Background: an optimization exercise with open tools, aiming at a short achievable clock period and few clock cycles. Do not read the settings as production practice. Only simulation tests tie the RTL to the original design; equivalence was not proved. No activity file was given, so power comes from the tool's default toggle rates.

## job 101
// MIPS_CPU
module MIPS_CPU(
	input rst, Go, clk,
	output [31:0] Leddata, Count_cycle, Count_branch, Count_jmp,
	input [4:0] probe,
	output [31:0] mem_probe,
	output [9:0] imem_addr,
	input [31:0] imem_data,
	output halted
    );
reg run;
reg [31:0] PC;
assign imem_addr = PC[11:2];
assign halted = ~run;
reg        I1_valid;
reg [31:0] I1_word;
wire [31:0] IR0 = imem_data;
wire [31:0] IR1 = I1_word;
wire [3:0] alu_op0, alu_op1;
wire memtoreg0, memwrite0, sb0, alu_src0, regwrite0, syscall0, signext0;
wire beq0, bne0, bgtz0, jr0, j0, jal0, srlv0;
wire [4:0] wnum0;
wire use_rs0, use_rt0, is_mem0, is_jump0;
control ctl0(IR0, alu_op0, memtoreg0, memwrite0, sb0, alu_src0, regwrite0, syscall0, signext0,
	beq0, bne0, bgtz0, jr0, j0, jal0, srlv0, wnum0, use_rs0, use_rt0, is_mem0, is_jump0);
wire memtoreg1, memwrite1, sb1, alu_src1, regwrite1, syscall1, signext1;
wire beq1, bne1, bgtz1, jr1, j1, jal1, srlv1;
wire [4:0] wnum1;
wire use_rs1, use_rt1, is_mem1, is_jump1;
control ctl1(IR1, alu_op1, memtoreg1, memwrite1, sb1, alu_src1, regwrite1, syscall1, signext1,
	beq1, bne1, bgtz1, jr1, j1, jal1, srlv1, wnum1, use_rs1, use_rt1, is_mem1, is_jump1);
wire [4:0] rs0 = IR0[25:21], rt0 = IR0[20:16];
wire [4:0] rs1 = IR1[25:21], rt1 = IR1[20:16];
wire [31:0] imm0 = {{16{signext0 & IR0[15]}}, IR0[15:0]};
wire [31:0] imm1 = {{16{signext1 & IR1[15]}}, IR1[15:0]};
reg        B0_regwrite, B1_regwrite, B_memwrite;
reg        B0_memtoreg, B1_memtoreg, B0_jal, B1_jal, B_sb;
reg [4:0]  B0_wnum, B1_wnum;
reg [9:0]  B0_aluop, B1_aluop;
reg [4:0]  B0_shamt, B1_shamt;
reg [31:0] B0_x, B0_y, B1_x, B1_y, B_sd, B0_pc4, B1_pc4;
reg [6:0]  B0_mx, B0_my, B1_mx, B1_my;   
reg        B_mslot;           
reg        B0_cb, B1_cb, B0_pt, B1_pt, B0_jmp, B1_jmp;
reg        B1_chain;           
reg [2:0]  B0_bop, B1_bop;    
reg [31:0] B0_alt, B1_alt;    
wire [31:0] B0_din, B1_din;
wire [31:0] alu0, alu1;
wire B0_ok = B0_regwrite & (B0_wnum != 5'd0);
wire B1_ok = B1_regwrite & (B1_wnum != 5'd0);
wire [31:0] rf_a0, rf_b0, rf_a1, rf_b1, rf_v0, rf_a0r;
wire rf_gz0, rf_gz1;
RegFile regFile1(rs0, rt0, rs1, rt1, B0_wnum, B1_wnum, B0_din, B1_din,
	B0_regwrite, B1_we, clk, rf_a0, rf_b0, rf_a1, rf_b1, rf_v0, rf_a0r,
	rf_gz0, rf_gz1);
function [2:0] srcsel;
	input [4:0] r;
	input b1ok, b0ok;
	input [4:0] w1, w0;
	reg m1, m0;
	begin
		m1 = b1ok & (w1 == r);
		m0 = b0ok & (w0 == r);
  ...
Size: ~21000 cells after synthesis, roughly 210 I/O pins, roughly 260000 µm² of cells after synthesis.
export LEC_CHECK = 0
export CAP_MARGIN = 40
export CORE_MARGIN = 2
export CORE_UTILIZATION = 30
export PLACE_DENSITY = 0.5
export SETUP_SLACK_MARGIN = 4.5
export SLEW_MARGIN = 40
export SYNTH_HIERARCHICAL = 1
export SYNTH_MINIMUM_KEEP_SIZE = 0
export TNS_END_PERCENT = 100
create_clock -name core_clock -period 10.0 [get_ports {clk}]
run.sh (not shown) runs the stock make flow with config.mk's settings and CLKGATE_MAP_FILE= SYNTH_SCRIPT=/design/flow/synth_recipe.tcl, a recipe that flattens the netlist after the stock synthesis.
Job 101: PASS, flow complete, no timing, DRC or antenna violations
Testbench counts of job 101, summed over its fixed seeds: cycles 63,050.
diff inputs: job 101 => job 102
-- flow/design.v --
<<< job 101, line 394
wire [31:0] V0  = pick(sv0, rf_v0, B0_din, B1_din);
wire [31:0] A0r = pick(sa0r, rf_a0r, B0_din, B1_din);
reg        B_sys;
reg [31:0] B_v0, B_a0;
wire show = B_sys & (B_v0 == 32'd34);
wire halt = B_sys & (B_v0 != 32'd34);
function [9:0] aluoh;
	input [3:0] c;
>>> job 102, line 394
wire [31:0] V0  = pick(sv0, rf_v0, B0_din, B1_din);
wire [31:0] A0r = pick(sa0r, rf_a0r, B0_din, B1_din);
wire show = syscall0 & (V0 == 32'd34) & ~mis;
wire halt = syscall0 & (V0 != 32'd34) & ~mis;
function [9:0] aluoh;
	input [3:0] c;
<<< job 101, line 428
wire taken1 = cb1 & pt1;
wire mis;                   
wire misx;                  
wire mis0;
wire [31:0] redirect;
wire pair = I1_valid & ~syscall0 & ~is_jump0 & ~syscall1 & ~(memwrite0 & is_mem1) & (~dep | chain);    
wire ex0 = ~misx;            
wire ex1 = pair & ~taken0 & ~misx;   
wire [31:0] PC4 = PC + 32'd4;
wire [31:0] PC8 = PC + 32'd8;
>>> job 102, line 426
wire taken1 = cb1 & pt1;
wire mis;                   
wire mis0;
wire [31:0] redirect;
wire pair = I1_valid & ~syscall0 & ~is_jump0 & ~syscall1 & ~(memwrite0 & is_mem1) & (~dep | chain);    
wire ex0 = ~mis;             
wire ex1 = pair & ~taken0 & ~mis;    
wire [31:0] PC4 = PC + 32'd4;
wire [31:0] PC8 = PC + 32'd8;
<<< job 101, line 443
wire [31:0] seq1 = jr1 ? A1 : (j1 | jal1) ? jt1 : taken1 ? bt1 : PC8;
wire [31:0] nextA = taken0 ? bt0 : pair ? seq1 : seq0;
wire [31:0] nextPC = halt ? B0_pc4 : mis ? redirect : nextA;
reg        f_seq;
reg [11:2] f_addr;
>>> job 102, line 440
wire [31:0] seq1 = jr1 ? A1 : (j1 | jal1) ? jt1 : taken1 ? bt1 : PC8;
wire [31:0] nextA = taken0 ? bt0 : pair ? seq1 : seq0;
wire [31:0] nextPC = mis ? redirect : nextA;
reg        f_seq;
reg [11:2] f_addr;
<<< job 101, line 469
		I1_valid <= 1'b0;
	end else if (run) begin
		f_seq <= ~misx & ~taken0 & ~is_jump0 & (~pair | (~taken1 & ~is_jump1));
		I1_valid <= ~halt & n1_v;
	end else begin
>>> job 102, line 466
		I1_valid <= 1'b0;
	end else if (run) begin
		f_seq <= ~halt & ~mis & ~taken0 & ~is_jump0 & (~pair | (~taken1 & ~is_jump1));
		I1_valid <= ~halt & n1_v;
	end else begin
<<< job 101, line 496
		B0_regwrite <= 1'b0; B1_regwrite <= 1'b0; B_memwrite <= 1'b0;
		B0_cb <= 1'b0; B1_cb <= 1'b0; B0_jmp <= 1'b0; B1_jmp <= 1'b0;
		B_sys <= 1'b0;
	end else if (run) begin
		B0_regwrite <= ex0 & regwrite0;
>>> job 102, line 493
		B0_regwrite <= 1'b0; B1_regwrite <= 1'b0; B_memwrite <= 1'b0;
		B0_cb <= 1'b0; B1_cb <= 1'b0; B0_jmp <= 1'b0; B1_jmp <= 1'b0;
	end else if (run) begin
		B0_regwrite <= ex0 & regwrite0;
<<< job 101, line 502
		B_memwrite <= (ex0 & memwrite0) | (ex1 & memwrite1);
		B0_cb <= ex0 & cb0;
		B_sys <= ex0 & syscall0;
		B1_cb <= ex1 & cb1;
		B0_jmp <= ex0 & is_jump0;
>>> job 102, line 498
		B_memwrite <= (ex0 & memwrite0) | (ex1 & memwrite1);
		B0_cb <= ex0 & cb0;
		B1_cb <= ex1 & cb1;
		B0_jmp <= ex0 & is_jump0;
<<< job 101, line 509
		B0_regwrite <= 1'b0; B1_regwrite <= 1'b0; B_memwrite <= 1'b0;
		B0_cb <= 1'b0; B1_cb <= 1'b0; B0_jmp <= 1'b0; B1_jmp <= 1'b0;
		B_sys <= 1'b0;
	end
end
>>> job 102, line 504
		B0_regwrite <= 1'b0; B1_regwrite <= 1'b0; B_memwrite <= 1'b0;
		B0_cb <= 1'b0; B1_cb <= 1'b0; B0_jmp <= 1'b0; B1_jmp <= 1'b0;
	end
end
<<< job 101, line 521
		B0_pc4 <= PC4;
		B0_pt <= pt0; B0_bop <= {bgtz0, bne0, beq0};
		B_v0 <= V0; B_a0 <= A0r;
		B0_alt <= pt0 ? PC4 : bt0;
		B1_memtoreg <= memtoreg1; B1_jal <= jal1;
>>> job 102, line 515
		B0_pc4 <= PC4;
		B0_pt <= pt0; B0_bop <= {bgtz0, bne0, beq0};
		B0_alt <= pt0 ? PC4 : bt0;
		B1_memtoreg <= memtoreg1; B1_jal <= jal1;
<<< job 101, line 546
wire mis1 = B1_cb & (act1 != B1_pt) & ~mis0;
assign mis = mis0 | mis1;
assign misx = mis | halt;
assign redirect = mis0 ? B0_alt : B1_alt;
wire B1_live = ~mis0;       
wire B1_we = B1_regwrite & B1_live;
wire B_mwe = B_memwrite & (~B_mslot | B1_live);
LedData led(run & show, B_a0, clk, rst, Leddata);
ALU alu_0(B0_x, B0_y, B0_aluop, B0_shamt, alu0);
ALU alu_1(B1_x, B1_y, B1_aluop, B1_shamt, alu1);
>>> job 102, line 539
wire mis1 = B1_cb & (act1 != B1_pt) & ~mis0;
assign mis = mis0 | mis1;
assign redirect = mis0 ? B0_alt : B1_alt;
wire B1_live = ~mis0;       
wire B1_we = B1_regwrite & B1_live;
wire B_mwe = B_memwrite & (~B_mslot | B1_live);
LedData led(run & show, A0r, clk, rst, Leddata);
ALU alu_0(B0_x, B0_y, B0_aluop, B0_shamt, alu0);
ALU alu_1(B1_x, B1_y, B1_aluop, B1_shamt, alu1);
Results
- Global-route met2 utilization in job 102 is 1.5 points higher than in job 101
- Job 102 vs job 101, total wirelength of the detailed-routed design went up by 1.1%.
- Compared with job 101, job 102 shows switching power total lower by 0.00065 W.
- Job 101 → job 102: part of the power in the clock network went down; maximum fanout along the worst path higher; ratio of final minimum period to clock period -2.6 points; power -about 2.6%.
- Cell with the largest stage delay on the worst path: fa_2 -> job 102, edfxtp_1 -> job 101
- Re clock period minus worst slack: job 102 is 0.26 ns down on job 101.
- Job 102 ends up with lower total placed instance area than job 101 does.
- The lower routed length on met2 of job 101 and job 102 is in job 101.
- Summary — HPWL after detailed placement, job 102 relative to job 101: higher, by about 0.75%.
Testbench counts of job 102, summed over its fixed seeds: cycles 62,667.

[static timing again, ports no longer ideal]
The flow's constraints put no driver on any port. The routed layouts listed below were extracted and timed again, unchanged, in two steps.
Step 1 sets driving cells, clkbuf_16 on the clock port and buf_2 on the other inputs (assumed; they add their load-dependent delay and slew).
Step 2, shift: input delay + t, output delay - t, t = (earliest + latest rising clock arrival at the registers) / 2. This alone moves slack from input paths to output paths.
Three values: no drivers, after step 1, after step 2; two values: the first two.
run | t (ns) | setup WS [ns] | hold slack, ns | slew at the worst register clock pin (ns) | worst data-port slew with drivers (ns)
job 101 | 1.200 | 3.221 / 3.221 / 2.554 | 0.455 / 0.455 / 0.455 | 0.07 / 0.07 | 0.18
job 102 | 1.230 | 3.482 / 3.482 / 2.758 | 0.456 / 0.456 / 0.456 | 0.07 / 0.07 | 0.21
After both steps every run listed still meets setup and hold. The setup slack of job 102, which loses most, moves by 0.000 ns with the drivers and by -0.724 ns with both steps.
